This design comes from an exercise in tuning for small area, a short achievable clock period and few clock cycles per item on the open sky130 flow, not from production work.
Function not checked in this run: the RTL went through the layout flow alone.
Power and IR drop assume default switching activity.

==> design.v <==
module multiplication_top(a_in, b_in, result, clk, reset, start, ready);
    input [63:0] a_in, b_in;
    input clk, reset, start;
    output ready;
    output [128:0] result;
    reg rdy_q;
    reg [6:0] sel_q;              
    reg [57:0] hi_q;               
    reg [69:0] lo_q;               
    reg [64:0] s_q, c_q;           
    reg [13:0] sr_q, cr_q;          
    reg cb_q;                      
    reg [6:0] one_q, two_q, neg_q;
    wire last = !rdy_q && sel_q[6];
    wire rdy_d = reset || (rdy_q ? !start : last);
    wire [14:0] ach0 = {a_in[13:0], 1'b0};
    wire [14:0] ach;
    assign ach = ({15{sel_q[1]}} & {a_in[27], a_in[26], a_in[25], a_in[24], a_in[23], a_in[22], a_in[21], a_in[20], a_in[19], a_in[18], a_in[17], a_in[16], a_in[15], a_in[14], a_in[13]})
        | ({15{sel_q[2]}} & {a_in[41], a_in[40], a_in[39], a_in[38], a_in[37], a_in[36], a_in[35], a_in[34], a_in[33], a_in[32], a_in[31], a_in[30], a_in[29], a_in[28], a_in[27]})
        | ({15{sel_q[3]}} & {a_in[55], a_in[54], a_in[53], a_in[52], a_in[51], a_in[50], a_in[49], a_in[48], a_in[47], a_in[46], a_in[45], a_in[44], a_in[43], a_in[42], a_in[41]})
        | ({15{sel_q[4]}} & {1'b0, 1'b0, 1'b0, 1'b0, 1'b0, 1'b0, a_in[63], a_in[62], a_in[61], a_in[60], a_in[59], a_in[58], a_in[57], a_in[56], a_in[55]});
    wire [6:0] one0, two0, neg0, one_d, two_d, neg_d;
    genvar g;
    generate for (g = 0; g < 7; g = g + 1) begin : enc
        assign one0[g] = ach0[2*g+1] ^ ach0[2*g];
        assign two0[g] = (ach0[2*g+2] & ~ach0[2*g+1] & ~ach0[2*g]) | (~ach0[2*g+2] & ach0[2*g+1] & ach0[2*g]);
        assign neg0[g] = ach0[2*g+2];
        assign one_d[g] = ach[2*g+1] ^ ach[2*g];
        assign two_d[g] = (ach[2*g+2] & ~ach[2*g+1] & ~ach[2*g]) | (~ach[2*g+2] & ach[2*g+1] & ach[2*g]);
        assign neg_d[g] = ach[2*g+2];
    end endgenerate
    wire [6:0] one = rdy_q ? one0 : one_q;
    wire [6:0] two = rdy_q ? two0 : two_q;
    wire [6:0] neg = rdy_q ? neg0 : neg_q;
    wire [63:0] pp0 = ({64{one[0]}} & b_in | {64{two[0]}} & {b_in[62:0], 1'b0}) ^ {64{neg[0]}};
    wire py0 = two[0] & b_in[63];
    wire px0 = py0 ^ neg[0];
    wire npx0 = ~px0;
    wire npy0 = ~py0;
    wire pz0 = py0 & ~neg[0];
    wire [63:0] pp1 = ({64{one[1]}} & b_in | {64{two[1]}} & {b_in[62:0], 1'b0}) ^ {64{neg[1]}};
    wire py1 = two[1] & b_in[63];
    wire px1 = py1 ^ neg[1];
    wire npx1 = ~px1;
    wire npy1 = ~py1;
    wire pz1 = py1 & ~neg[1];
    wire [63:0] pp2 = ({64{one[2]}} & b_in | {64{two[2]}} & {b_in[62:0], 1'b0}) ^ {64{neg[2]}};
    wire py2 = two[2] & b_in[63];
    wire px2 = py2 ^ neg[2];
    wire npx2 = ~px2;
    wire npy2 = ~py2;
    wire pz2 = py2 & ~neg[2];
    wire [63:0] pp3 = ({64{one[3]}} & b_in | {64{two[3]}} & {b_in[62:0], 1'b0}) ^ {64{neg[3]}};
    wire py3 = two[3] & b_in[63];
    wire px3 = py3 ^ neg[3];
    wire npx3 = ~px3;
    wire npy3 = ~py3;
    wire pz3 = py3 & ~neg[3];
    wire [63:0] pp4 = ({64{one[4]}} & b_in | {64{two[4]}} & {b_in[62:0], 1'b0}) ^ {64{neg[4]}};
    wire py4 = two[4] & b_in[63];
    wire px4 = py4 ^ neg[4];
    wire npx4 = ~px4;
    wire npy4 = ~py4;
    wire pz4 = py4 & ~neg[4];
    wire [63:0] pp5 = ({64{one[5]}} & b_in | {64{two[5]}} & {b_in[62:0], 1'b0}) ^ {64{neg[5]}};
    wire py5 = two[5] & b_in[63];
    wire px5 = py5 ^ neg[5];
    wire npx5 = ~px5;
    wire npy5 = ~py5;
    wire pz5 = py5 & ~neg[5];
    wire [63:0] pp6 = ({64{one[6]}} & b_in | {64{two[6]}} & {b_in[62:0], 1'b0}) ^ {64{neg[6]}};
    wire py6 = two[6] & b_in[63];
    wire px6 = py6 ^ neg[6];
    wire npx6 = ~px6;
    wire npy6 = ~py6;
    wire pz6 = py6 & ~neg[6];
    wire [63:0] negs;
    generate for (g = 0; g < 32; g = g + 1) begin : ng
        assign negs[2*g] = a_in[2*g+1];
        assign negs[2*g+1] = 1'b0;
    end endgenerate
    wire [64:0] si_t = rdy_q ? {1'b1, 64'd0} : s_q;
    wire [64:0] ci_t = rdy_q ? {1'b0, negs} : c_q;
    wire fs1;
    wire fc2;
    wire hs3;
    wire hc4;
    wire fs5;
    wire fc6;
    wire fs7;
    wire fc8;
    wire hs9;
    wire hc10;
    wire fs11;
    wire fc12;
    wire fs13;
    wire fc14;
    wire fs15;
    wire fc16;
    wire fs17;
    wire fc18;
    wire hs19;
    wire hc20;
    wire fs21;
    wire fc22;
    wire fs23;
    wire fc24;
    wire fs25;
    wire fc26;
    wire fs27;
    wire fc28;
    wire fs29;
    wire fc30;
    wire fs31;
    wire fc32;
    wire fs33;
    wire fc34;
    wire fs35;
    wire fc36;
    wire fs37;
    wire fc38;
    wire fs39;
    wire fc40;
    wire fs41;
    wire fc42;
    wire fs43;
    wire fc44;
    wire fs45;
    wire fc46;
    wire fs47;
    wire fc48;
    wire fs49;
    wire fc50;
    wire fs51;
    wire fc52;
    wire fs53;
    wire fc54;
    wire fs55;
    wire fc56;
    wire fs57;
    wire fc58;
    wire fs59;
    wire fc60;
    wire fs61;
    wire fc62;
    wire fs63;
    wire fc64;
    wire fs65;
    wire fc66;
    wire fs67;
    wire fc68;
    wire fs69;
    wire fc70;
    wire fs71;
    wire fc72;
    wire fs73;
    wire fc74;
    wire fs75;
    wire fc76;
    wire fs77;
    wire fc78;
    wire fs79;
    wire fc80;
    wire fs81;
    wire fc82;
    wire fs83;
    wire fc84;
    wire fs85;
    wire fc86;
    wire fs87;
    wire fc88;
    wire fs89;
    wire fc90;
    wire fs91;
    wire fc92;
    wire fs93;
    wire fc94;
    wire fs95;
    wire fc96;
    wire fs97;
    wire fc98;
    wire fs99;
    wire fc100;
    wire fs101;
    wire fc102;
    wire fs103;
    wire fc104;
    wire fs105;
    wire fc106;
    wire fs107;
    wire fc108;
    wire fs109;
    wire fc110;
    wire fs111;
    wire fc112;
    wire fs113;
    wire fc114;
    wire fs115;
    wire fc116;
    wire fs117;
    wire fc118;
    wire fs119;
    wire fc120;
    wire fs121;
    wire fc122;
    wire fs123;
    wire fc124;
    wire fs125;
    wire fc126;
    wire fs127;
    wire fc128;
    wire fs129;
    wire fc130;
    wire fs131;
    wire fc132;
    wire fs133;
    wire fc134;
    wire fs135;
    wire fc136;
    wire fs137;
    wire fc138;
    wire fs139;
    wire fc140;
    wire fs141;
    wire fc142;
    wire fs143;
    wire fc144;
    wire fs145;
    wire fc146;
    wire fs147;
    wire fc148;
    wire fs149;
    wire fc150;
    wire fs151;
    wire fc152;
    wire fs153;
    wire fc154;
    wire fs155;
    wire fc156;
    wire fs157;
    wire fc158;
    wire fs159;
    wire fc160;
    wire fs161;
    wire fc162;
    wire fs163;
    wire fc164;
    wire fs165;
    wire fc166;
    wire fs167;
    wire fc168;
    wire fs169;
    wire fc170;
    wire fs171;
    wire fc172;
    wire fs173;
    wire fc174;
    wire fs175;
    wire fc176;
    wire fs177;
    wire fc178;
    wire fs179;
    wire fc180;
    wire fs181;
    wire fc182;
    wire fs183;
    wire fc184;
    wire fs185;
    wire fc186;
    wire fs187;
    wire fc188;
    wire fs189;
    wire fc190;
    wire fs191;
    wire fc192;
    wire fs193;
    wire fc194;
    wire fs195;
    wire fc196;
    wire fs197;
    wire fc198;
    wire fs199;
    wire fc200;
    wire fs201;
    wire fc202;
    wire fs203;
    wire fc204;
    wire fs205;
    wire fc206;
    wire fs207;
    wire fc208;
    wire fs209;
    wire fc210;
    wire fs211;
    wire fc212;
    wire fs213;
    wire fc214;
    wire fs215;
    wire fc216;
    wire fs217;
    wire fc218;
    wire fs219;
    wire fc220;
    wire fs221;
    wire fc222;
    wire fs223;
    wire fc224;
    wire fs225;
    wire fc226;
    wire fs227;
    wire fc228;
    wire fs229;
    wire fc230;
    wire fs231;
    wire fc232;
    wire fs233;
    wire fc234;
    wire fs235;
    wire fc236;
    wire fs237;
    wire fc238;
    wire fs239;
    wire fc240;
    wire fs241;
    wire fc242;
    wire fs243;
    wire fc244;
    wire fs245;
    wire fc246;
    wire fs247;
    wire fc248;
    wire fs249;
    wire fc250;
    wire fs251;
    wire fc252;
    wire fs253;
    wire fc254;
    wire fs255;
    wire fc256;
    wire fs257;
    wire fc258;
    wire fs259;
    wire fc260;
    wire fs261;
    wire fc262;
    wire fs263;
    wire fc264;
    wire fs265;
    wire fc266;
    wire fs267;
    wire fc268;
    wire fs269;
    wire fc270;
    wire fs271;
    wire fc272;
    wire fs273;
    wire fc274;
    wire fs275;
    wire fc276;
    wire fs277;
    wire fc278;
    wire fs279;
    wire fc280;
    wire fs281;
    wire fc282;
    wire fs283;
    wire fc284;
    wire fs285;
    wire fc286;
    wire fs287;
    wire fc288;
    wire fs289;
    wire fc290;
    wire fs291;
    wire fc292;
    wire fs293;
    wire fc294;
    wire fs295;
    wire fc296;
    wire fs297;
    wire fc298;
    wire fs299;
    wire fc300;
    wire fs301;
    wire fc302;
    wire fs303;
    wire fc304;
    wire fs305;
    wire fc306;
    wire fs307;
    wire fc308;
    wire fs309;
    wire fc310;
    wire fs311;
    wire fc312;
    wire fs313;
    wire fc314;
    wire fs315;
    wire fc316;
    wire fs317;
    wire fc318;
    wire fs319;
    wire fc320;
    wire fs321;
    wire fc322;
    wire fs323;
    wire fc324;
    wire fs325;
    wire fc326;
    wire fs327;
    wire fc328;
    wire fs329;
    wire fc330;
    wire fs331;
    wire fc332;
    wire fs333;
    wire fc334;
    wire fs335;
    wire fc336;
    wire fs337;
    wire fc338;
    wire hs339;
    wire hc340;
    wire fs341;
    wire fc342;
    wire hs343;
    wire hc344;
    wire hs345;
    wire hc346;
    wire fs347;
    wire fc348;
    wire fs349;
    wire fc350;
    wire hs351;
    wire hc352;
    wire fs353;
    wire fc354;
    wire fs355;
    wire fc356;
    wire fs357;
    wire fc358;
    wire fs359;
    wire fc360;
    wire fs361;
    wire fc362;
    wire fs363;
    wire fc364;
    wire fs365;
    wire fc366;
    wire fs367;
    wire fc368;
    wire fs369;
    wire fc370;
    wire fs371;
    wire fc372;
    wire fs373;
    wire fc374;
    wire fs375;
    wire fc376;
    wire fs377;
    wire fc378;
    wire fs379;
    wire fc380;
    wire fs381;
    wire fc382;
    wire fs383;
    wire fc384;
    wire fs385;
    wire fc386;
    wire fs387;
    wire fc388;
    wire fs389;
    wire fc390;
    wire fs391;
    wire fc392;
    wire fs393;
    wire fc394;
    wire fs395;
    wire fc396;
    wire fs397;
    wire fc398;
    wire fs399;
    wire fc400;
    wire fs401;
    wire fc402;
    wire fs403;
    wire fc404;
    wire fs405;
    wire fc406;
    wire fs407;
    wire fc408;
    wire fs409;
    wire fc410;
    wire fs411;
    wire fc412;
    wire fs413;
    wire fc414;
    wire fs415;
    wire fc416;
    wire fs417;
    wire fc418;
    wire fs419;
    wire fc420;
    wire fs421;
    wire fc422;
    wire fs423;
    wire fc424;
    wire fs425;
    wire fc426;
    wire fs427;
    wire fc428;
    wire fs429;
    wire fc430;
    wire fs431;
    wire fc432;
    wire fs433;
    wire fc434;
    wire fs435;
    wire fc436;
    wire fs437;
    wire fc438;
    wire fs439;
    wire fc440;
    wire fs441;
    wire fc442;
    wire fs443;
    wire fc444;
    wire fs445;
    wire fc446;
    wire fs447;
    wire fc448;
    wire fs449;
    wire fc450;
    wire fs451;
    wire fc452;
    wire fs453;
    wire fc454;
    wire fs455;
    wire fc456;
    wire fs457;
    wire fc458;
    wire fs459;
    wire fc460;
    wire fs461;
    wire fc462;
    wire fs463;
    wire fc464;
    wire fs465;
    wire fc466;
    wire fs467;
    wire fc468;
    wire fs469;
    wire fc470;
    wire fs471;
    wire fc472;
    wire fs473;
    wire fc474;
    wire fs475;
    wire fc476;
    wire fs477;
    wire fc478;
    wire fs479;
    wire fc480;
    wire fs481;
    wire fc482;
    wire fs483;
    wire fc484;
    wire fs485;
    wire fc486;
    wire fs487;
    wire fc488;
    wire fs489;
    wire fc490;
    wire fs491;
    wire fc492;
    wire fs493;
    wire fc494;
    wire fs495;
    wire fc496;
    wire fs497;
    wire fc498;
    wire fs499;
    wire fc500;
    wire fs501;
    wire fc502;
    wire fs503;
    wire fc504;
    wire fs505;
    wire fc506;
    wire fs507;
    wire fc508;
    wire fs509;
    wire fc510;
    wire fs511;
    wire fc512;
    wire fs513;
    wire fc514;
    wire fs515;
    wire fc516;
    wire fs517;
    wire fc518;
    wire fs519;
    wire fc520;
    wire fs521;
    wire fc522;
    wire fs523;
    wire fc524;
    wire fs525;
    wire fc526;
    wire fs527;
    wire fc528;
    wire fs529;
    wire fc530;
    wire fs531;
    wire fc532;
    wire fs533;
    wire fc534;
    wire fs535;
    wire fc536;
    wire fs537;
    wire fc538;
    wire fs539;
    wire fc540;
    wire fs541;
    wire fc542;
    wire fs543;
    wire fc544;
    wire fs545;
    wire fc546;
    wire fs547;
    wire fc548;
    wire fs549;
    wire fc550;
    wire fs551;
    wire fc552;
    wire fs553;
    wire fc554;
    wire fs555;
    wire fc556;
    wire fs557;
    wire fc558;
    wire fs559;
    wire fc560;
    wire fs561;
    wire fc562;
    wire fs563;
    wire fc564;
    wire fs565;
    wire fc566;
    wire fs567;
    wire fc568;
    wire fs569;
    wire fc570;
    wire fs571;
    wire fc572;
    wire fs573;
    wire fc574;
    wire fs575;
    wire fc576;
    wire fs577;
    wire fc578;
    wire fs579;
    wire fc580;
    wire fs581;
    wire fc582;
    wire fs583;
    wire fc584;
    wire fs585;
    wire fc586;
    wire fs587;
    wire fc588;
    wire fs589;
    wire fc590;
    wire fs591;
    wire fc592;
    wire fs593;
    wire fc594;
    wire fs595;
    wire fc596;
    wire fs597;
    wire fc598;
    wire fs599;
    wire fc600;
    wire fs601;
    wire fc602;
    wire fs603;
    wire fc604;
    wire fs605;
    wire fc606;
    wire hs607;
    wire hc608;
    wire fs609;
    wire fc610;
    wire hs611;
    wire hc612;
    wire hs613;
    wire hc614;
    wire fs615;
    wire fc616;
    wire fs617;
    wire fc618;
    wire fs619;
    wire fc620;
    wire fs621;
    wire fc622;
    wire fs623;
    wire fc624;
    wire fs625;
    wire fc626;
    wire fs627;
    wire fc628;
    wire fs629;
    wire fc630;
    wire fs631;
    wire fc632;
    wire fs633;
    wire fc634;
    wire fs635;
    wire fc636;
    wire fs637;
    wire fc638;
    wire fs639;
    wire fc640;
    wire fs641;
    wire fc642;
    wire fs643;
    wire fc644;
    wire fs645;
    wire fc646;
    wire fs647;
    wire fc648;
    wire fs649;
    wire fc650;
    wire fs651;
    wire fc652;
    wire fs653;
    wire fc654;
    wire fs655;
    wire fc656;
    wire fs657;
    wire fc658;
    wire fs659;
    wire fc660;
    wire fs661;
    wire fc662;
    wire fs663;
    wire fc664;
    wire fs665;
    wire fc666;
    wire fs667;
    wire fc668;
    wire fs669;
    wire fc670;
    wire fs671;
    wire fc672;
    wire fs673;
    wire fc674;
    wire fs675;
    wire fc676;
    wire fs677;
    wire fc678;
    wire fs679;
    wire fc680;
    wire fs681;
    wire fc682;
    wire fs683;
    wire fc684;
    wire fs685;
    wire fc686;
    wire fs687;
    wire fc688;
    wire fs689;
    wire fc690;
    wire fs691;
    wire fc692;
    wire fs693;
    wire fc694;
    wire fs695;
    wire fc696;
    wire fs697;
    wire fc698;
    wire fs699;
    wire fc700;
    wire fs701;
    wire fc702;
    wire fs703;
    wire fc704;
    wire fs705;
    wire fc706;
    wire fs707;
    wire fc708;
    wire fs709;
    wire fc710;
    wire fs711;
    wire fc712;
    wire fs713;
    wire fc714;
    wire fs715;
    wire fc716;
    wire fs717;
    wire fc718;
    wire fs719;
    wire fc720;
    wire fs721;
    wire fc722;
    wire fs723;
    wire fc724;
    wire fs725;
    wire fc726;
    wire fs727;
    wire fc728;
    wire fs729;
    wire fc730;
    wire fs731;
    wire fc732;
    wire fs733;
    wire fc734;
    wire fs735;
    wire fc736;
    wire fs737;
    wire fc738;
    wire fs739;
    wire fc740;
    wire fs741;
    wire fc742;
    wire fs743;
    wire fc744;
    wire fs745;
    wire fc746;
    wire fs747;
    wire fc748;
    wire fs749;
    wire fc750;
    wire fs751;
    wire fc752;
    wire fs753;
    wire fc754;
    wire fs755;
    wire fc756;
    wire fs757;
    wire fc758;
    wire hs759;
    wire hc760;
    wire hs761;
    wire hc762;
    wire fs763;
    wire fc764;
    wire fs765;
    wire fc766;
    wire fs767;
    wire fc768;
    wire fs769;
    wire fc770;
    wire fs771;
    wire fc772;
    wire fs773;
    wire fc774;
    wire fs775;
    wire fc776;
    wire fs777;
    wire fc778;
    wire fs779;
    wire fc780;
    wire fs781;
    wire fc782;
    wire fs783;
    wire fc784;
    wire fs785;
    wire fc786;
    wire fs787;
    wire fc788;
    wire fs789;
    wire fc790;
    wire fs791;
    wire fc792;
    wire fs793;
    wire fc794;
    wire fs795;
    wire fc796;
    wire fs797;
    wire fc798;
    wire fs799;
    wire fc800;
    wire fs801;
    wire fc802;
    wire fs803;
    wire fc804;
    wire fs805;
    wire fc806;
    wire fs807;
    wire fc808;
    wire fs809;
    wire fc810;
    wire fs811;
    wire fc812;
    wire fs813;
    wire fc814;
    wire fs815;
    wire fc816;
    wire fs817;
    wire fc818;
    wire fs819;
    wire fc820;
    wire fs821;
    wire fc822;
    wire fs823;
    wire fc824;
    wire fs825;
    wire fc826;
    wire fs827;
    wire fc828;
    wire fs829;
    wire fc830;
    wire fs831;
    wire fc832;
    wire fs833;
    wire fc834;
    wire fs835;
    wire fc836;
    wire fs837;
    wire fc838;
    wire fs839;
    wire fc840;
    wire fs841;
    wire fc842;
    wire fs843;
    wire fc844;
    wire fs845;
    wire fc846;
    wire fs847;
    wire fc848;
    wire fs849;
    wire fc850;
    wire fs851;
    wire fc852;
    wire fs853;
    wire fc854;
    wire fs855;
    wire fc856;
    wire fs857;
    wire fc858;
    wire fs859;
    wire fc860;
    wire fs861;
    wire fc862;
    wire fs863;
    wire fc864;
    wire fs865;
    wire fc866;
    wire fs867;
    wire fc868;
    wire fs869;
    wire fc870;
    wire fs871;
    wire fc872;
    wire fs873;
    wire fc874;
    wire fs875;
    wire fc876;
    wire fs877;
    wire fc878;
    wire fs879;
    wire fc880;
    wire fs881;
    wire fc882;
    wire fs883;
    wire fc884;
    wire fs885;
    wire fc886;
    wire fs887;
    wire fc888;
    wire fs889;
    wire fc890;
    wire fs891;
    wire fc892;
    wire fs893;
    wire fc894;
    wire fs895;
    wire fc896;
    wire fs897;
    wire fc898;
    wire fs899;
    wire fc900;
    wire fs901;
    wire fc902;
    wire fs903;
    wire fc904;
    wire fs905;
    wire fc906;
    wire fs907;
    wire fc908;
    wire fs909;
    wire fc910;
    wire hs911;
    wire hc912;
    assign {fc2, fs1} = si_t[0] + ci_t[0] + pp0[0];
    assign {hc4, hs3} = si_t[8] + ci_t[8];
    assign {fc6, fs5} = si_t[9] + ci_t[9] + pp0[9];
    assign {fc8, fs7} = si_t[10] + ci_t[10] + pp0[10];
    assign {hc10, hs9} = pp1[8] + pp2[6];
    assign {fc12, fs11} = si_t[11] + ci_t[11] + pp0[11];
    assign {fc14, fs13} = pp1[9] + pp2[7] + pp3[5];
    assign {fc16, fs15} = si_t[12] + ci_t[12] + pp0[12];
    assign {fc18, fs17} = pp1[10] + pp2[8] + pp3[6];
    assign {hc20, hs19} = pp4[4] + pp5[2];
    assign {fc22, fs21} = si_t[13] + ci_t[13] + pp0[13];
    assign {fc24, fs23} = pp1[11] + pp2[9] + pp3[7];
    assign {fc26, fs25} = pp4[5] + pp5[3] + pp6[1];
    assign {fc28, fs27} = si_t[14] + ci_t[14] + pp0[14];
    assign {fc30, fs29} = pp1[12] + pp2[10] + pp3[8];
    assign {fc32, fs31} = pp4[6] + pp5[4] + pp6[2];
    assign {fc34, fs33} = si_t[15] + ci_t[15] + pp0[15];
    assign {fc36, fs35} = pp1[13] + pp2[11] + pp3[9];
    assign {fc38, fs37} = pp4[7] + pp5[5] + pp6[3];
    assign {fc40, fs39} = si_t[16] + ci_t[16] + pp0[16];
    assign {fc42, fs41} = pp1[14] + pp2[12] + pp3[10];
    assign {fc44, fs43} = pp4[8] + pp5[6] + pp6[4];
    assign {fc46, fs45} = si_t[17] + ci_t[17] + pp0[17];
    assign {fc48, fs47} = pp1[15] + pp2[13] + pp3[11];
    assign {fc50, fs49} = pp4[9] + pp5[7] + pp6[5];
    assign {fc52, fs51} = si_t[18] + ci_t[18] + pp0[18];
    assign {fc54, fs53} = pp1[16] + pp2[14] + pp3[12];
    assign {fc56, fs55} = pp4[10] + pp5[8] + pp6[6];
    assign {fc58, fs57} = si_t[19] + ci_t[19] + pp0[19];
    assign {fc60, fs59} = pp1[17] + pp2[15] + pp3[13];
    assign {fc62, fs61} = pp4[11] + pp5[9] + pp6[7];
    assign {fc64, fs63} = si_t[20] + ci_t[20] + pp0[20];
    assign {fc66, fs65} = pp1[18] + pp2[16] + pp3[14];
    assign {fc68, fs67} = pp4[12] + pp5[10] + pp6[8];
    assign {fc70, fs69} = si_t[21] + ci_t[21] + pp0[21];
    assign {fc72, fs71} = pp1[19] + pp2[17] + pp3[15];
    assign {fc74, fs73} = pp4[13] + pp5[11] + pp6[9];
    assign {fc76, fs75} = si_t[22] + ci_t[22] + pp0[22];
    assign {fc78, fs77} = pp1[20] + pp2[18] + pp3[16];
    assign {fc80, fs79} = pp4[14] + pp5[12] + pp6[10];
    assign {fc82, fs81} = si_t[23] + ci_t[23] + pp0[23];
    assign {fc84, fs83} = pp1[21] + pp2[19] + pp3[17];
    assign {fc86, fs85} = pp4[15] + pp5[13] + pp6[11];
    assign {fc88, fs87} = si_t[24] + ci_t[24] + pp0[24];
    assign {fc90, fs89} = pp1[22] + pp2[20] + pp3[18];
    assign {fc92, fs91} = pp4[16] + pp5[14] + pp6[12];
    assign {fc94, fs93} = si_t[25] + ci_t[25] + pp0[25];
    assign {fc96, fs95} = pp1[23] + pp2[21] + pp3[19];
    assign {fc98, fs97} = pp4[17] + pp5[15] + pp6[13];
    assign {fc100, fs99} = si_t[26] + ci_t[26] + pp0[26];
    assign {fc102, fs101} = pp1[24] + pp2[22] + pp3[20];
    assign {fc104, fs103} = pp4[18] + pp5[16] + pp6[14];
    assign {fc106, fs105} = si_t[27] + ci_t[27] + pp0[27];
    assign {fc108, fs107} = pp1[25] + pp2[23] + pp3[21];
    assign {fc110, fs109} = pp4[19] + pp5[17] + pp6[15];
    assign {fc112, fs111} = si_t[28] + ci_t[28] + pp0[28];
    assign {fc114, fs113} = pp1[26] + pp2[24] + pp3[22];
    assign {fc116, fs115} = pp4[20] + pp5[18] + pp6[16];
    assign {fc118, fs117} = si_t[29] + ci_t[29] + pp0[29];
    assign {fc120, fs119} = pp1[27] + pp2[25] + pp3[23];
    assign {fc122, fs121} = pp4[21] + pp5[19] + pp6[17];
    assign {fc124, fs123} = si_t[30] + ci_t[30] + pp0[30];
    assign {fc126, fs125} = pp1[28] + pp2[26] + pp3[24];
    assign {fc128, fs127} = pp4[22] + pp5[20] + pp6[18];
    assign {fc130, fs129} = si_t[31] + ci_t[31] + pp0[31];
    assign {fc132, fs131} = pp1[29] + pp2[27] + pp3[25];
    assign {fc134, fs133} = pp4[23] + pp5[21] + pp6[19];
    assign {fc136, fs135} = si_t[32] + ci_t[32] + pp0[32];
    assign {fc138, fs137} = pp1[30] + pp2[28] + pp3[26];
    assign {fc140, fs139} = pp4[24] + pp5[22] + pp6[20];
    assign {fc142, fs141} = si_t[33] + ci_t[33] + pp0[33];
    assign {fc144, fs143} = pp1[31] + pp2[29] + pp3[27];
    assign {fc146, fs145} = pp4[25] + pp5[23] + pp6[21];
    assign {fc148, fs147} = si_t[34] + ci_t[34] + pp0[34];
    assign {fc150, fs149} = pp1[32] + pp2[30] + pp3[28];
    assign {fc152, fs151} = pp4[26] + pp5[24] + pp6[22];
    assign {fc154, fs153} = si_t[35] + ci_t[35] + pp0[35];
    assign {fc156, fs155} = pp1[33] + pp2[31] + pp3[29];
    assign {fc158, fs157} = pp4[27] + pp5[25] + pp6[23];
    assign {fc160, fs159} = si_t[36] + ci_t[36] + pp0[36];
    assign {fc162, fs161} = pp1[34] + pp2[32] + pp3[30];
    assign {fc164, fs163} = pp4[28] + pp5[26] + pp6[24];
    assign {fc166, fs165} = si_t[37] + ci_t[37] + pp0[37];
    assign {fc168, fs167} = pp1[35] + pp2[33] + pp3[31];
    assign {fc170, fs169} = pp4[29] + pp5[27] + pp6[25];
    assign {fc172, fs171} = si_t[38] + ci_t[38] + pp0[38];
    assign {fc174, fs173} = pp1[36] + pp2[34] + pp3[32];
    assign {fc176, fs175} = pp4[30] + pp5[28] + pp6[26];
    assign {fc178, fs177} = si_t[39] + ci_t[39] + pp0[39];
    assign {fc180, fs179} = pp1[37] + pp2[35] + pp3[33];
    assign {fc182, fs181} = pp4[31] + pp5[29] + pp6[27];
    assign {fc184, fs183} = si_t[40] + ci_t[40] + pp0[40];
    assign {fc186, fs185} = pp1[38] + pp2[36] + pp3[34];
    assign {fc188, fs187} = pp4[32] + pp5[30] + pp6[28];
    assign {fc190, fs189} = si_t[41] + ci_t[41] + pp0[41];
    assign {fc192, fs191} = pp1[39] + pp2[37] + pp3[35];
    assign {fc194, fs193} = pp4[33] + pp5[31] + pp6[29];
    assign {fc196, fs195} = si_t[42] + ci_t[42] + pp0[42];
    assign {fc198, fs197} = pp1[40] + pp2[38] + pp3[36];
    assign {fc200, fs199} = pp4[34] + pp5[32] + pp6[30];
    assign {fc202, fs201} = si_t[43] + ci_t[43] + pp0[43];
    assign {fc204, fs203} = pp1[41] + pp2[39] + pp3[37];
    assign {fc206, fs205} = pp4[35] + pp5[33] + pp6[31];
    assign {fc208, fs207} = si_t[44] + ci_t[44] + pp0[44];
    assign {fc210, fs209} = pp1[42] + pp2[40] + pp3[38];
    assign {fc212, fs211} = pp4[36] + pp5[34] + pp6[32];
    assign {fc214, fs213} = si_t[45] + ci_t[45] + pp0[45];
    assign {fc216, fs215} = pp1[43] + pp2[41] + pp3[39];
    assign {fc218, fs217} = pp4[37] + pp5[35] + pp6[33];
    assign {fc220, fs219} = si_t[46] + ci_t[46] + pp0[46];
    assign {fc222, fs221} = pp1[44] + pp2[42] + pp3[40];
    assign {fc224, fs223} = pp4[38] + pp5[36] + pp6[34];
    assign {fc226, fs225} = si_t[47] + ci_t[47] + pp0[47];
    assign {fc228, fs227} = pp1[45] + pp2[43] + pp3[41];
    assign {fc230, fs229} = pp4[39] + pp5[37] + pp6[35];
    assign {fc232, fs231} = si_t[48] + ci_t[48] + pp0[48];
    assign {fc234, fs233} = pp1[46] + pp2[44] + pp3[42];
    assign {fc236, fs235} = pp4[40] + pp5[38] + pp6[36];
    assign {fc238, fs237} = si_t[49] + ci_t[49] + pp0[49];
    assign {fc240, fs239} = pp1[47] + pp2[45] + pp3[43];
    assign {fc242, fs241} = pp4[41] + pp5[39] + pp6[37];
    assign {fc244, fs243} = si_t[50] + ci_t[50] + pp0[50];
    assign {fc246, fs245} = pp1[48] + pp2[46] + pp3[44];
    assign {fc248, fs247} = pp4[42] + pp5[40] + pp6[38];
    assign {fc250, fs249} = si_t[51] + ci_t[51] + pp0[51];
    assign {fc252, fs251} = pp1[49] + pp2[47] + pp3[45];
    assign {fc254, fs253} = pp4[43] + pp5[41] + pp6[39];
    assign {fc256, fs255} = si_t[52] + ci_t[52] + pp0[52];
    assign {fc258, fs257} = pp1[50] + pp2[48] + pp3[46];
    assign {fc260, fs259} = pp4[44] + pp5[42] + pp6[40];
    assign {fc262, fs261} = si_t[53] + ci_t[53] + pp0[53];
    assign {fc264, fs263} = pp1[51] + pp2[49] + pp3[47];
    assign {fc266, fs265} = pp4[45] + pp5[43] + pp6[41];
    assign {fc268, fs267} = si_t[54] + ci_t[54] + pp0[54];
    assign {fc270, fs269} = pp1[52] + pp2[50] + pp3[48];
    assign {fc272, fs271} = pp4[46] + pp5[44] + pp6[42];
    assign {fc274, fs273} = si_t[55] + ci_t[55] + pp0[55];
    assign {fc276, fs275} = pp1[53] + pp2[51] + pp3[49];
    assign {fc278, fs277} = pp4[47] + pp5[45] + pp6[43];
    assign {fc280, fs279} = si_t[56] + ci_t[56] + pp0[56];
    assign {fc282, fs281} = pp1[54] + pp2[52] + pp3[50];
    assign {fc284, fs283} = pp4[48] + pp5[46] + pp6[44];
    assign {fc286, fs285} = si_t[57] + ci_t[57] + pp0[57];
    assign {fc288, fs287} = pp1[55] + pp2[53] + pp3[51];
    assign {fc290, fs289} = pp4[49] + pp5[47] + pp6[45];
    assign {fc292, fs291} = si_t[58] + ci_t[58] + pp0[58];
    assign {fc294, fs293} = pp1[56] + pp2[54] + pp3[52];
    assign {fc296, fs295} = pp4[50] + pp5[48] + pp6[46];
    assign {fc298, fs297} = si_t[59] + ci_t[59] + pp0[59];
    assign {fc300, fs299} = pp1[57] + pp2[55] + pp3[53];
    assign {fc302, fs301} = pp4[51] + pp5[49] + pp6[47];
    assign {fc304, fs303} = si_t[60] + ci_t[60] + pp0[60];
    assign {fc306, fs305} = pp1[58] + pp2[56] + pp3[54];
    assign {fc308, fs307} = pp4[52] + pp5[50] + pp6[48];
    assign {fc310, fs309} = si_t[61] + ci_t[61] + pp0[61];
    assign {fc312, fs311} = pp1[59] + pp2[57] + pp3[55];
    assign {fc314, fs313} = pp4[53] + pp5[51] + pp6[49];
    assign {fc316, fs315} = si_t[62] + ci_t[62] + pp0[62];
    assign {fc318, fs317} = pp1[60] + pp2[58] + pp3[56];
    assign {fc320, fs319} = pp4[54] + pp5[52] + pp6[50];
    assign {fc322, fs321} = si_t[63] + ci_t[63] + pp0[63];
    assign {fc324, fs323} = pp1[61] + pp2[59] + pp3[57];
    assign {fc326, fs325} = pp4[55] + pp5[53] + pp6[51];
    assign {fc328, fs327} = si_t[64] + ci_t[64] + npx0;
    assign {fc330, fs329} = pp1[62] + pp2[60] + pp3[58];
    assign {fc332, fs331} = pp4[56] + pp5[54] + pp6[52];
    assign {fc334, fs333} = npy0 + pp1[63] + pp2[61];
    assign {fc336, fs335} = pp3[59] + pp4[57] + pp5[55];
    assign {fc338, fs337} = pz0 + npx1 + pp2[62];
    assign {hc340, hs339} = pp3[60] + pp4[58];
    assign {fc342, fs341} = npy1 + pp2[63] + pp3[61];
    assign {hc344, hs343} = pz1 + npx2;
    assign {hc346, hs345} = si_t[4] + ci_t[4];
    assign {fc348, fs347} = si_t[5] + ci_t[5] + pp0[5];
    assign {fc350, fs349} = si_t[6] + ci_t[6] + pp0[6];
    assign {hc352, hs351} = pp1[4] + pp2[2];
    assign {fc354, fs353} = si_t[7] + ci_t[7] + pp0[7];
    assign {fc356, fs355} = pp1[5] + pp2[3] + pp3[1];
    assign {fc358, fs357} = hs3 + pp0[8] + pp1[6];
    assign {fc360, fs359} = pp2[4] + pp3[2] + pp4[0];
    assign {fc362, fs361} = hc4 + pp1[7] + pp2[5];
    assign {fc364, fs363} = pp3[3] + pp4[1] + fs5;
    assign {fc366, fs365} = pp3[4] + pp4[2] + pp5[0];
    assign {fc368, fs367} = fc6 + fs7 + hs9;
    assign {fc370, fs369} = pp4[3] + pp5[1] + fc8;
    assign {fc372, fs371} = hc10 + fs11 + fs13;
    assign {fc374, fs373} = pp6[0] + fc12 + fc14;
    assign {fc376, fs375} = fs15 + fs17 + hs19;
    assign {fc378, fs377} = fc16 + fc18 + hc20;
    assign {fc380, fs379} = fs21 + fs23 + fs25;
    assign {fc382, fs381} = fc22 + fc24 + fc26;
    assign {fc384, fs383} = fs27 + fs29 + fs31;
    assign {fc386, fs385} = fc28 + fc30 + fc32;
    assign {fc388, fs387} = fs33 + fs35 + fs37;
    assign {fc390, fs389} = fc34 + fc36 + fc38;
    assign {fc392, fs391} = fs39 + fs41 + fs43;
    assign {fc394, fs393} = fc40 + fc42 + fc44;
    assign {fc396, fs395} = fs45 + fs47 + fs49;
    assign {fc398, fs397} = fc46 + fc48 + fc50;
    assign {fc400, fs399} = fs51 + fs53 + fs55;
    assign {fc402, fs401} = fc52 + fc54 + fc56;
    assign {fc404, fs403} = fs57 + fs59 + fs61;
    assign {fc406, fs405} = fc58 + fc60 + fc62;
    assign {fc408, fs407} = fs63 + fs65 + fs67;
    assign {fc410, fs409} = fc64 + fc66 + fc68;
    assign {fc412, fs411} = fs69 + fs71 + fs73;
    assign {fc414, fs413} = fc70 + fc72 + fc74;
    assign {fc416, fs415} = fs75 + fs77 + fs79;
    assign {fc418, fs417} = fc76 + fc78 + fc80;
    assign {fc420, fs419} = fs81 + fs83 + fs85;
    assign {fc422, fs421} = fc82 + fc84 + fc86;
    assign {fc424, fs423} = fs87 + fs89 + fs91;
    assign {fc426, fs425} = fc88 + fc90 + fc92;
    assign {fc428, fs427} = fs93 + fs95 + fs97;
    assign {fc430, fs429} = fc94 + fc96 + fc98;
    assign {fc432, fs431} = fs99 + fs101 + fs103;
    assign {fc434, fs433} = fc100 + fc102 + fc104;
    assign {fc436, fs435} = fs105 + fs107 + fs109;
    assign {fc438, fs437} = fc106 + fc108 + fc110;
    assign {fc440, fs439} = fs111 + fs113 + fs115;
    assign {fc442, fs441} = fc112 + fc114 + fc116;
    assign {fc444, fs443} = fs117 + fs119 + fs121;
    assign {fc446, fs445} = fc118 + fc120 + fc122;
    assign {fc448, fs447} = fs123 + fs125 + fs127;
    assign {fc450, fs449} = fc124 + fc126 + fc128;
    assign {fc452, fs451} = fs129 + fs131 + fs133;
    assign {fc454, fs453} = fc130 + fc132 + fc134;
    assign {fc456, fs455} = fs135 + fs137 + fs139;
    assign {fc458, fs457} = fc136 + fc138 + fc140;
    assign {fc460, fs459} = fs141 + fs143 + fs145;
    assign {fc462, fs461} = fc142 + fc144 + fc146;
    assign {fc464, fs463} = fs147 + fs149 + fs151;
    assign {fc466, fs465} = fc148 + fc150 + fc152;
    assign {fc468, fs467} = fs153 + fs155 + fs157;
    assign {fc470, fs469} = fc154 + fc156 + fc158;
    assign {fc472, fs471} = fs159 + fs161 + fs163;
    assign {fc474, fs473} = fc160 + fc162 + fc164;
    assign {fc476, fs475} = fs165 + fs167 + fs169;
    assign {fc478, fs477} = fc166 + fc168 + fc170;
    assign {fc480, fs479} = fs171 + fs173 + fs175;
    assign {fc482, fs481} = fc172 + fc174 + fc176;
    assign {fc484, fs483} = fs177 + fs179 + fs181;
    assign {fc486, fs485} = fc178 + fc180 + fc182;
    assign {fc488, fs487} = fs183 + fs185 + fs187;
    assign {fc490, fs489} = fc184 + fc186 + fc188;
    assign {fc492, fs491} = fs189 + fs191 + fs193;
    assign {fc494, fs493} = fc190 + fc192 + fc194;
    assign {fc496, fs495} = fs195 + fs197 + fs199;
    assign {fc498, fs497} = fc196 + fc198 + fc200;
    assign {fc500, fs499} = fs201 + fs203 + fs205;
    assign {fc502, fs501} = fc202 + fc204 + fc206;
    assign {fc504, fs503} = fs207 + fs209 + fs211;
    assign {fc506, fs505} = fc208 + fc210 + fc212;
    assign {fc508, fs507} = fs213 + fs215 + fs217;
    assign {fc510, fs509} = fc214 + fc216 + fc218;
    assign {fc512, fs511} = fs219 + fs221 + fs223;
    assign {fc514, fs513} = fc220 + fc222 + fc224;
    assign {fc516, fs515} = fs225 + fs227 + fs229;
    assign {fc518, fs517} = fc226 + fc228 + fc230;
    assign {fc520, fs519} = fs231 + fs233 + fs235;
    assign {fc522, fs521} = fc232 + fc234 + fc236;
    assign {fc524, fs523} = fs237 + fs239 + fs241;
    assign {fc526, fs525} = fc238 + fc240 + fc242;
    assign {fc528, fs527} = fs243 + fs245 + fs247;
    assign {fc530, fs529} = fc244 + fc246 + fc248;
    assign {fc532, fs531} = fs249 + fs251 + fs253;
    assign {fc534, fs533} = fc250 + fc252 + fc254;
    assign {fc536, fs535} = fs255 + fs257 + fs259;
    assign {fc538, fs537} = fc256 + fc258 + fc260;
    assign {fc540, fs539} = fs261 + fs263 + fs265;
    assign {fc542, fs541} = fc262 + fc264 + fc266;
    assign {fc544, fs543} = fs267 + fs269 + fs271;
    assign {fc546, fs545} = fc268 + fc270 + fc272;
    assign {fc548, fs547} = fs273 + fs275 + fs277;
    assign {fc550, fs549} = fc274 + fc276 + fc278;
    assign {fc552, fs551} = fs279 + fs281 + fs283;
    assign {fc554, fs553} = fc280 + fc282 + fc284;
    assign {fc556, fs555} = fs285 + fs287 + fs289;
    assign {fc558, fs557} = fc286 + fc288 + fc290;
    assign {fc560, fs559} = fs291 + fs293 + fs295;
    assign {fc562, fs561} = fc292 + fc294 + fc296;
    assign {fc564, fs563} = fs297 + fs299 + fs301;
    assign {fc566, fs565} = fc298 + fc300 + fc302;
    assign {fc568, fs567} = fs303 + fs305 + fs307;
    assign {fc570, fs569} = fc304 + fc306 + fc308;
    assign {fc572, fs571} = fs309 + fs311 + fs313;
    assign {fc574, fs573} = fc310 + fc312 + fc314;
    assign {fc576, fs575} = fs315 + fs317 + fs319;
    assign {fc578, fs577} = fc316 + fc318 + fc320;
    assign {fc580, fs579} = fs321 + fs323 + fs325;
    assign {fc582, fs581} = fc322 + fc324 + fc326;
    assign {fc584, fs583} = fs327 + fs329 + fs331;
    assign {fc586, fs585} = pp6[53] + fc328 + fc330;
    assign {fc588, fs587} = fc332 + fs333 + fs335;
    assign {fc590, fs589} = pp5[56] + pp6[54] + fc334;
    assign {fc592, fs591} = fc336 + fs337 + hs339;
    assign {fc594, fs593} = pp4[59] + pp5[57] + pp6[55];
    assign {fc596, fs595} = fc338 + hc340 + fs341;
    assign {fc598, fs597} = pp3[62] + pp4[60] + pp5[58];
    assign {fc600, fs599} = pp6[56] + fc342 + hs343;
    assign {fc602, fs601} = npy2 + pp3[63] + pp4[61];
    assign {fc604, fs603} = pp5[59] + pp6[57] + hc344;
    assign {fc606, fs605} = pz2 + npx3 + pp4[62];
    assign {hc608, hs607} = pp5[60] + pp6[58];
    assign {fc610, fs609} = npy3 + pp4[63] + pp5[61];
    assign {hc612, hs611} = pz3 + npx4;
    assign {hc614, hs613} = si_t[1] + ci_t[1];
    assign {fc616, fs615} = si_t[2] + ci_t[2] + pp0[2];
    assign {fc618, fs617} = si_t[3] + ci_t[3] + pp0[3];
    assign {fc620, fs619} = hs345 + pp0[4] + pp1[2];
    assign {fc622, fs621} = hc346 + pp1[3] + pp2[1];
    assign {fc624, fs623} = pp3[0] + fc348 + fs349;
    assign {fc626, fs625} = fc350 + hc352 + fs353;
    assign {fc628, fs627} = fc354 + fc356 + fs357;
    assign {fc630, fs629} = fc358 + fc360 + fs361;
    assign {fc632, fs631} = fc362 + fs365 + fc364;
    assign {fc634, fs633} = fc366 + fc368 + fs369;
    assign {fc636, fs635} = fc370 + fc372 + fs373;
    assign {fc638, fs637} = fc374 + fc376 + fs377;
    assign {fc640, fs639} = fc378 + fc380 + fs381;
    assign {fc642, fs641} = fc382 + fc384 + fs385;
    assign {fc644, fs643} = fc386 + fc388 + fs389;
    assign {fc646, fs645} = fc390 + fc392 + fs393;
    assign {fc648, fs647} = fc394 + fc396 + fs397;
    assign {fc650, fs649} = fc398 + fc400 + fs401;
    assign {fc652, fs651} = fc402 + fc404 + fs405;
    assign {fc654, fs653} = fc406 + fc408 + fs409;
    assign {fc656, fs655} = fc410 + fc412 + fs413;
    assign {fc658, fs657} = fc414 + fc416 + fs417;
    assign {fc660, fs659} = fc418 + fc420 + fs421;
    assign {fc662, fs661} = fc422 + fc424 + fs425;
    assign {fc664, fs663} = fc426 + fc428 + fs429;
    assign {fc666, fs665} = fc430 + fc432 + fs433;
    assign {fc668, fs667} = fc434 + fc436 + fs437;
    assign {fc670, fs669} = fc438 + fc440 + fs441;
    assign {fc672, fs671} = fc442 + fc444 + fs445;
    assign {fc674, fs673} = fc446 + fc448 + fs449;
    assign {fc676, fs675} = fc450 + fc452 + fs453;
    assign {fc678, fs677} = fc454 + fc456 + fs457;
    assign {fc680, fs679} = fc458 + fc460 + fs461;
    assign {fc682, fs681} = fc462 + fc464 + fs465;
    assign {fc684, fs683} = fc466 + fc468 + fs469;
    assign {fc686, fs685} = fc470 + fc472 + fs473;
    assign {fc688, fs687} = fc474 + fc476 + fs477;
    assign {fc690, fs689} = fc478 + fc480 + fs481;
    assign {fc692, fs691} = fc482 + fc484 + fs485;
    assign {fc694, fs693} = fc486 + fc488 + fs489;
    assign {fc696, fs695} = fc490 + fc492 + fs493;
    assign {fc698, fs697} = fc494 + fc496 + fs497;
    assign {fc700, fs699} = fc498 + fc500 + fs501;
    assign {fc702, fs701} = fc502 + fc504 + fs505;
    assign {fc704, fs703} = fc506 + fc508 + fs509;
    assign {fc706, fs705} = fc510 + fc512 + fs513;
    assign {fc708, fs707} = fc514 + fc516 + fs517;
    assign {fc710, fs709} = fc518 + fc520 + fs521;
    assign {fc712, fs711} = fc522 + fc524 + fs525;
    assign {fc714, fs713} = fc526 + fc528 + fs529;
    assign {fc716, fs715} = fc530 + fc532 + fs533;
    assign {fc718, fs717} = fc534 + fc536 + fs537;
    assign {fc720, fs719} = fc538 + fc540 + fs541;
    assign {fc722, fs721} = fc542 + fc544 + fs545;
    assign {fc724, fs723} = fc546 + fc548 + fs549;
    assign {fc726, fs725} = fc550 + fc552 + fs553;
    assign {fc728, fs727} = fc554 + fc556 + fs557;
    assign {fc730, fs729} = fc558 + fc560 + fs561;
    assign {fc732, fs731} = fc562 + fc564 + fs565;
    assign {fc734, fs733} = fc566 + fc568 + fs569;
    assign {fc736, fs735} = fc570 + fc572 + fs573;
    assign {fc738, fs737} = fc574 + fc576 + fs577;
    assign {fc740, fs739} = fc578 + fc580 + fs581;
    assign {fc742, fs741} = fc582 + fc584 + fs585;
    assign {fc744, fs743} = fc586 + fc588 + fs589;
    assign {fc746, fs745} = fs593 + fc590 + fc592;
    assign {fc748, fs747} = fc594 + fs597 + fc596;
    assign {fc750, fs749} = fc598 + fs601 + fc600;
    assign {fc752, fs751} = fc602 + fs605 + hs607;
    assign {fc754, fs753} = pp6[59] + fc606 + hc608;
    assign {fc756, fs755} = pp5[62] + pp6[60] + fc610;
    assign {fc758, fs757} = npy4 + pp5[63] + pp6[61];
    assign {hc760, hs759} = pz4 + npx5;
    assign {hc762, hs761} = hs613 + pp0[1];
    assign {fc764, fs763} = hc614 + pp1[0] + fs615;
    assign {fc766, fs765} = pp1[1] + fc616 + fs617;
    assign {fc768, fs767} = pp2[0] + fc618 + fs619;
    assign {fc770, fs769} = fc620 + fs621 + fs347;
    assign {fc772, fs771} = fc622 + hs351 + fs623;
    assign {fc774, fs773} = fs355 + fc624 + fs625;
    assign {fc776, fs775} = fs359 + fc626 + fs627;
    assign {fc778, fs777} = fc628 + fs629 + fs363;
    assign {fc780, fs779} = fc630 + fs367 + fs631;
    assign {fc782, fs781} = fs371 + fc632 + fs633;
    assign {fc784, fs783} = fs375 + fc634 + fs635;
    assign {fc786, fs785} = fs379 + fc636 + fs637;
    assign {fc788, fs787} = fs383 + fc638 + fs639;
    assign {fc790, fs789} = fs387 + fc640 + fs641;
    assign {fc792, fs791} = fs391 + fc642 + fs643;
    assign {fc794, fs793} = fs395 + fc644 + fs645;
    assign {fc796, fs795} = fs399 + fc646 + fs647;
    assign {fc798, fs797} = fs403 + fc648 + fs649;
    assign {fc800, fs799} = fs407 + fc650 + fs651;
    assign {fc802, fs801} = fs411 + fc652 + fs653;
    assign {fc804, fs803} = fs415 + fc654 + fs655;
    assign {fc806, fs805} = fs419 + fc656 + fs657;
    assign {fc808, fs807} = fs423 + fc658 + fs659;
    assign {fc810, fs809} = fs427 + fc660 + fs661;
    assign {fc812, fs811} = fs431 + fc662 + fs663;
    assign {fc814, fs813} = fs435 + fc664 + fs665;
    assign {fc816, fs815} = fs439 + fc666 + fs667;
    assign {fc818, fs817} = fs443 + fc668 + fs669;
    assign {fc820, fs819} = fs447 + fc670 + fs671;
    assign {fc822, fs821} = fs451 + fc672 + fs673;
    assign {fc824, fs823} = fs455 + fc674 + fs675;
    assign {fc826, fs825} = fs459 + fc676 + fs677;
    assign {fc828, fs827} = fs463 + fc678 + fs679;
    assign {fc830, fs829} = fs467 + fc680 + fs681;
    assign {fc832, fs831} = fs471 + fc682 + fs683;
    assign {fc834, fs833} = fs475 + fc684 + fs685;
    assign {fc836, fs835} = fs479 + fc686 + fs687;
    assign {fc838, fs837} = fs483 + fc688 + fs689;
    assign {fc840, fs839} = fs487 + fc690 + fs691;
    assign {fc842, fs841} = fs491 + fc692 + fs693;
    assign {fc844, fs843} = fs495 + fc694 + fs695;
    assign {fc846, fs845} = fs499 + fc696 + fs697;
    assign {fc848, fs847} = fs503 + fc698 + fs699;
    assign {fc850, fs849} = fs507 + fc700 + fs701;
    assign {fc852, fs851} = fs511 + fc702 + fs703;
    assign {fc854, fs853} = fs515 + fc704 + fs705;
    assign {fc856, fs855} = fs519 + fc706 + fs707;
    assign {fc858, fs857} = fs523 + fc708 + fs709;
    assign {fc860, fs859} = fs527 + fc710 + fs711;
    assign {fc862, fs861} = fs531 + fc712 + fs713;
    assign {fc864, fs863} = fs535 + fc714 + fs715;
    assign {fc866, fs865} = fs539 + fc716 + fs717;
    assign {fc868, fs867} = fs543 + fc718 + fs719;
    assign {fc870, fs869} = fs547 + fc720 + fs721;
    assign {fc872, fs871} = fs551 + fc722 + fs723;
    assign {fc874, fs873} = fs555 + fc724 + fs725;
    assign {fc876, fs875} = fs559 + fc726 + fs727;
    assign {fc878, fs877} = fs563 + fc728 + fs729;
    assign {fc880, fs879} = fs567 + fc730 + fs731;
    assign {fc882, fs881} = fs571 + fc732 + fs733;
    assign {fc884, fs883} = fs575 + fc734 + fs735;
    assign {fc886, fs885} = fs579 + fc736 + fs737;
    assign {fc888, fs887} = fs583 + fc738 + fs739;
    assign {fc890, fs889} = fs587 + fc740 + fs741;
    assign {fc892, fs891} = fs591 + fc742 + fs743;
    assign {fc894, fs893} = fs595 + fc744 + fs745;
    assign {fc896, fs895} = fs599 + fc746 + fs747;
    assign {fc898, fs897} = fs603 + fc748 + fs749;
    assign {fc900, fs899} = fs751 + fc604 + fc750;
    assign {fc902, fs901} = fs609 + fc752 + fs753;
    assign {fc904, fs903} = hs611 + fc754 + fs755;
    assign {fc906, fs905} = fs757 + hc612 + fc756;
    assign {fc908, fs907} = pp6[62] + fc758 + hs759;
    assign {fc910, fs909} = npy5 + pp6[63] + hc760;
    assign {hc912, hs911} = pz5 + npx6;
    wire [78:0] ts = {pz6, hc912, fc910, fc908, fc906, fc904, fc902, fc900, fc898, fc896, fc894, fc892, fc890, fc888, fc886, fc884, fc882, fc880, fc878, fc876, fc874, fc872, fc870, fc868, fc866, fc864, fc862, fc860, fc858, fc856, fc854, fc852, fc850, fc848, fc846, fc844, fc842, fc840, fc838, fc836, fc834, fc832, fc830, fc828, fc826, fc824, fc822, fc820, fc818, fc816, fc814, fc812, fc810, fc808, fc806, fc804, fc802, fc800, fc798, fc796, fc794, fc792, fc790, fc788, fc786, fc784, fc782, fc780, fc778, fc776, fc774, fc772, fc770, fc768, fc766, fc764, hc762, hs761, fs1};
    wire [78:0] tc = {1'b0, npy6, hs911, fs909, fs907, fs905, fs903, fs901, fs899, fs897, fs895, fs893, fs891, fs889, fs887, fs885, fs883, fs881, fs879, fs877, fs875, fs873, fs871, fs869, fs867, fs865, fs863, fs861, fs859, fs857, fs855, fs853, fs851, fs849, fs847, fs845, fs843, fs841, fs839, fs837, fs835, fs833, fs831, fs829, fs827, fs825, fs823, fs821, fs819, fs817, fs815, fs813, fs811, fs809, fs807, fs805, fs803, fs801, fs799, fs797, fs795, fs793, fs791, fs789, fs787, fs785, fs783, fs781, fs779, fs777, fs775, fs773, fs771, fs769, fs767, fs765, fs763, fc2, 1'b0};
    wire [71:0] fp = {s_q[57:0], sr_q};
    wire [71:0] fq = {c_q[57:0], cr_q[13:1], cb_q};
    wire [71:0] fres = fp + fq;
    wire cb_d = fres[14] ^ fp[14] ^ fq[14];
    always @(posedge clk) begin
        rdy_q <= rdy_d;
        sel_q <= rdy_d ? 7'd2 : {sel_q[5:0], 1'b0};
        one_q <= one_d;
        two_q <= two_d;
        neg_q <= neg_d;
        s_q <= ts[78:14];
        c_q <= tc[78:14];
        sr_q <= ts[13:0];
        cr_q <= tc[13:0];
        cb_q <= rdy_q ? 1'b0 : cb_d;
        if (!rdy_q) lo_q <= {fres[13:0], lo_q[69:14]};
        if (last) hi_q <= fres[71:14];
    end
    assign ready = rdy_q;
    assign result = {1'b0, hi_q, lo_q};
endmodule
==> flow/run.sh <==
#!/bin/bash
# The standard layout (standard.sh: standard synthesis, floorplan, place,
# CTS, route), except that the ports are buffered with plain sky130 buf_1
# cells instead of the delay buffers buffer_ports picks by default.
# make's full output goes to flow_make.log here; ORFS's per-step logs are
# under orfs/logs/.
set -euo pipefail
bash standard.sh "BUFFER_PORTS_ARGS=-buffer_cell sky130_fd_sc_hd__buf_1" finish > flow_make.log 2>&1
==> standard.sh <==
#!/bin/bash
# synth_recipe.tcl (not shown) runs the flow's synth.tcl, then flattens the netlist and writes it again
# the make line also repeats each setting of config.mk as NAME=value (left out here)
make -C /OpenROAD-flow-scripts/flow DESIGN_CONFIG=/design/flow/config.mk WORK_HOME=/design/flow/orfs CLKGATE_MAP_FILE= SYNTH_SCRIPT=/design/flow/synth_recipe.tcl "${@:-finish}"
==> config.mk <==
export PLATFORM = sky130hd
export DESIGN_NAME = multiplication_top
export DESIGN_NICKNAME = multiplication_top
export VERILOG_FILES = /design/flow/design.v
export SDC_FILE = /design/flow/constraint.sdc
export NUM_CORES = 4
export LEC_CHECK = 0
export CAP_MARGIN = 20
export CORE_MARGIN = 2
export CORE_UTILIZATION = 40
export SLEW_MARGIN = 20
==> constraint.sdc <==
create_clock -name core_clock -period 4.0 [get_ports {clk}]
set_input_delay 0.8000 -clock core_clock [delete_from_list [all_inputs] [get_ports {clk}]]
set_output_delay 0.8000 -clock core_clock [all_outputs]
set_load 0.01 [all_outputs]
==> flow_summary.ini <==
[hold_path]
hold_depth = 1
hold_path_end = sel_q[6]
hold_path_startpoint = sel_q[5]
hp-class = register to register

[synth]
syn-cell-area_um2 = 31600
synthSimpleGateAreaFrac_pct = 5.417
ys_warn_count = 1
synth-compound-area-share_pct = 16.70
yosysTopAreaCell = fa_1
synth_area_leaders = fa_1 28%, xnor2_1 12%, edfxtp_1 12%
synth_top_area_share_pct = 28.00
synth_cell_types = 72
netlist_instances = 3022
synthArstFlopShare_pct = 0
synthFlopType = dfxtp_1
ys_seq_area_share_pct = 23.88
synth_mux_area_share_pct = 1.299
syn_nets = 3688
synth-xor-area-share_pct = 14.75
synth-seq-cells = 313
synth_edf_count = 128
synthAdderAreaFrac_pct = 31.68
synth_top_family_by_area = adder cells
synth.avg_cell_area_um2 = 10.46

[clock_network]
cts-root-to-sink-buffers = 3
cts-htree-levels = 2
clkTransAtPathRegs_ns = 0.06
cts_tree = done
cts-hold-fix-buffers = 0
cts_sinks = 313
insertion_delay_ns = 0.60
cts_root_buf = clkbuf_16
cts_buffers = 40

[sta]
setup-violations-final = 0
worstMarginPinSlew_ns = 1.061
rsz0062_at_grt = no
timing.slew.headroom_pct = 29.26
skew_ns = 0.03446
tns_ns = 0
fin_crit_ns = 3.889
finalCritPeriodShare_pct = 97.23
hold_ws_ns = 0.4234
hold_violations = 0
setup_slack_ns = 0.1108
drv_slew = 0
fmax_mhz = 257.1

[die]
initial_core_util_pct = 40.20
design.die.area_um2 = 81260
pin_count = 261
fp.dieW_um = 285.1
num_rows = 103
core_um2 = 78610
die-height_um = 285.1

[setup_path]
cp_max_fo = 23
critPathSlowestCell = fa_1
cp_cell_sequence = buf_1 > or3b_4 > a31oi_4 > buf_4 > a22oi_1 > xnor2_1 > fa_1 > fa_1 > fa_1 > fa_1 > inv_1
worstPathRequired_ns = 4.47
r2r_cells = 12
critPathKind = input port to register
start_kind = input port
ff2ff_setup_slack_ns = 0.14
cpPeakStageDelay_ns = 0.51
crit_top_cell = fa_1
r2r_start = rdy_q
critical_path_arrival_ns = 4.36
timing.rr.end = c_q[16]
endpoint_kind = register

[route]
vias = 24890
detail-route-antenna-nets = 0
drt-pass1-iter-count = 10
wl_per_cell_um = 24.00
routed_wl_mm = 106.4
drt_first_iter_violations = 2602
routed_via_density = 5.613
drc_errors = 0

[global_route]
grt.overflow.total = 0
track_usage_pct = 25.91
grt_pass1_wl_mm = 159.2
grt_max_degree = 76
antenna_found_initial = 4
grt_pass1_vias = 25080

[placement]
placement.cell_area_um2 = 36410
gp_congestion = 0.9252
portBuffers = 259
place_hpwl_mm = 83.84
post-place-cells = 4359
dpl_worst_slack_ns = -0.5137

[status]
outcome = no timing/DRC/antenna violations

[final_layout]
syn_to_final_growth_pct = 19.54
instances_no_fill = 4434
final_nets = 4017
final_area_um2 = 37780
fin_util_pct = 48.05
drive_above_1_share_pct = 12.15

[pwr]
ir_drop_mv = 0.6197
total_power_mw = 37.11
power.density_nw_per_um2 = 982.4
leakagePower_nw = 14.84

[flow_run]
max-cap-violations = 0
[worst max-delay path, delay by kind of cell]
| family | cells | cell delay (ns) |
|---|---|---|
| simple gates | 1 | 0.47 |
| buf+inv | 3 | 0.60 |
| compound gates | 2 | 0.35 |
| fa+ha+maj | 4 | 1.90 |
| xor+xnor | 1 | 0.23 |
[synth_stat cells, types with 9 or more instances]
master,count
and2_1,15
nand2_1,115
a31oi_1,12
o21bai_1,12
xor2_1,85
clkbuf_1,204
nand3_1,19
o22ai_1,9
o21a_1,10
nor3_1,11
buf_2,10
a22oi_1,461
inv_1,268
xnor2_1,447
buf_1,40
nor2b_1,71
nand4_1,20
a21o_1,39
ha_1,93
nor2_1,55
edfxtp_1,128
dfxtp_1,185
mux2i_1,32
a21oi_1,99
fa_1,442
o21ai_0,38
[kinds of logic after synthesis]
family / count (synthesis)
buffers and inverters: 523
muxes: 40
other: 1
AOI/OAI and AO/OA: 736
xor gates and xnor gates: 532
DFF: 313
adders and majority gates: 535
and+or+nand+nor: 342
[area by class of cell]
class | instances | area (um^2)
timing repair buffer | 542 | 4204
clock inverter | 28 | 296.5
sequential | 313 | 7551
inverter | 268 | 1008
tap | 1050 | 1314
multi-input combinational | 2186 | 22360
clock buffer | 45 | 1041
fill | 7407 | 40840
antenna | 2 | 5.005
[cell usage in the layout (no fill, tap or decap), types with 55 or more instances in the layout]
| master | instances |
|---|---|
| fa_1 | 435 |
| nor2_1 | 55 |
| a21oi_1 | 90 |
| a22oi_1 | 461 |
| buf_4 | 194 |
| edfxtp_1 | 128 |
| buf_1 | 257 |
| nor2b_1 | 70 |
| xnor2_1 | 447 |
| nand2_1 | 115 |
| ha_1 | 93 |
| buf_12 | 88 |
| dfxtp_1 | 184 |
| xor2_1 | 85 |
| inv_1 | 267 |
[how the worst max path moves through the flow]
stage,startpoint,to,slack [ns],cells past startpoint
2_1_floorplan,a_in[7],c_q[22],-0.04,11
3_3_place_gp,a_in[11],c_q[40],-0.50,11
3_5_place_dp,a_in[11],c_q[42],-0.51,11
4_1_cts,s_q[20],hi_q[56],0.03,13
5_1_grt,s_q[20],hi_q[56],0.005,13
6_report,a_in[9],c_q[17],0.11,11
[where the power goes]
group	switching, mW	internal, mW
Clock	1.59	2.16
Sequential	0.808	5.43
Combinational	15.4	11.7
[flip-flops by register name (all words and copies together), names as in the netlist]
signal  count
lo_q       70
s_q        65
c_q        64
hi_q       58
sr_q       14
cr_q       13
neg_q       7
one_q       7
two_q       7
sel_q       6
cb_q        1
rdy_q       1
[per-layer routing]
metal  GRT usage (%)  share of wire (%)  wire, um
met4           11.27                4.8      5109
met1           34.28                 40     42600
met5               0              0.032        34
met3           5.680                9.5     10100
met2           40.92                 46     48550
[timing repair]
action	in CTS	in global routing
buffers inserted	0	0
resized for setup	0	4
endpoints found under the setup margin	0	27

port drivers added, routing unchanged:
Ports are ideal in the flow. The routed layout listed here was re-timed in OpenROAD. Step 1 (the two cells are an assumption about what drives the block):
set clk [get_ports {clk}]
set_driving_cell -lib_cell sky130_fd_sc_hd__clkbuf_16 $clk
set_driving_cell -lib_cell sky130_fd_sc_hd__buf_2 [delete_from_list [all_inputs] $clk]
Step 2, shift: input delay + t, output delay - t, t = (earliest + latest rising clock arrival at the registers) / 2. This alone moves slack from input paths to output paths. Three values: ideal, step 1, step 2; two values: the first two.
t, ns: 0.648
setup slack, ns: 0.111 / 0.139 / -0.494
worst setup path after step 2: input to register
clock arrival spread, ns: 0.036 / 0.036
worst register clock-pin slew, ns: 0.07 / 0.07
Met with ideal ports but missed after step 2: setup timing in this run. The setup slack of this run moves by +0.028 ns with the drivers and by -0.605 ns with both steps.
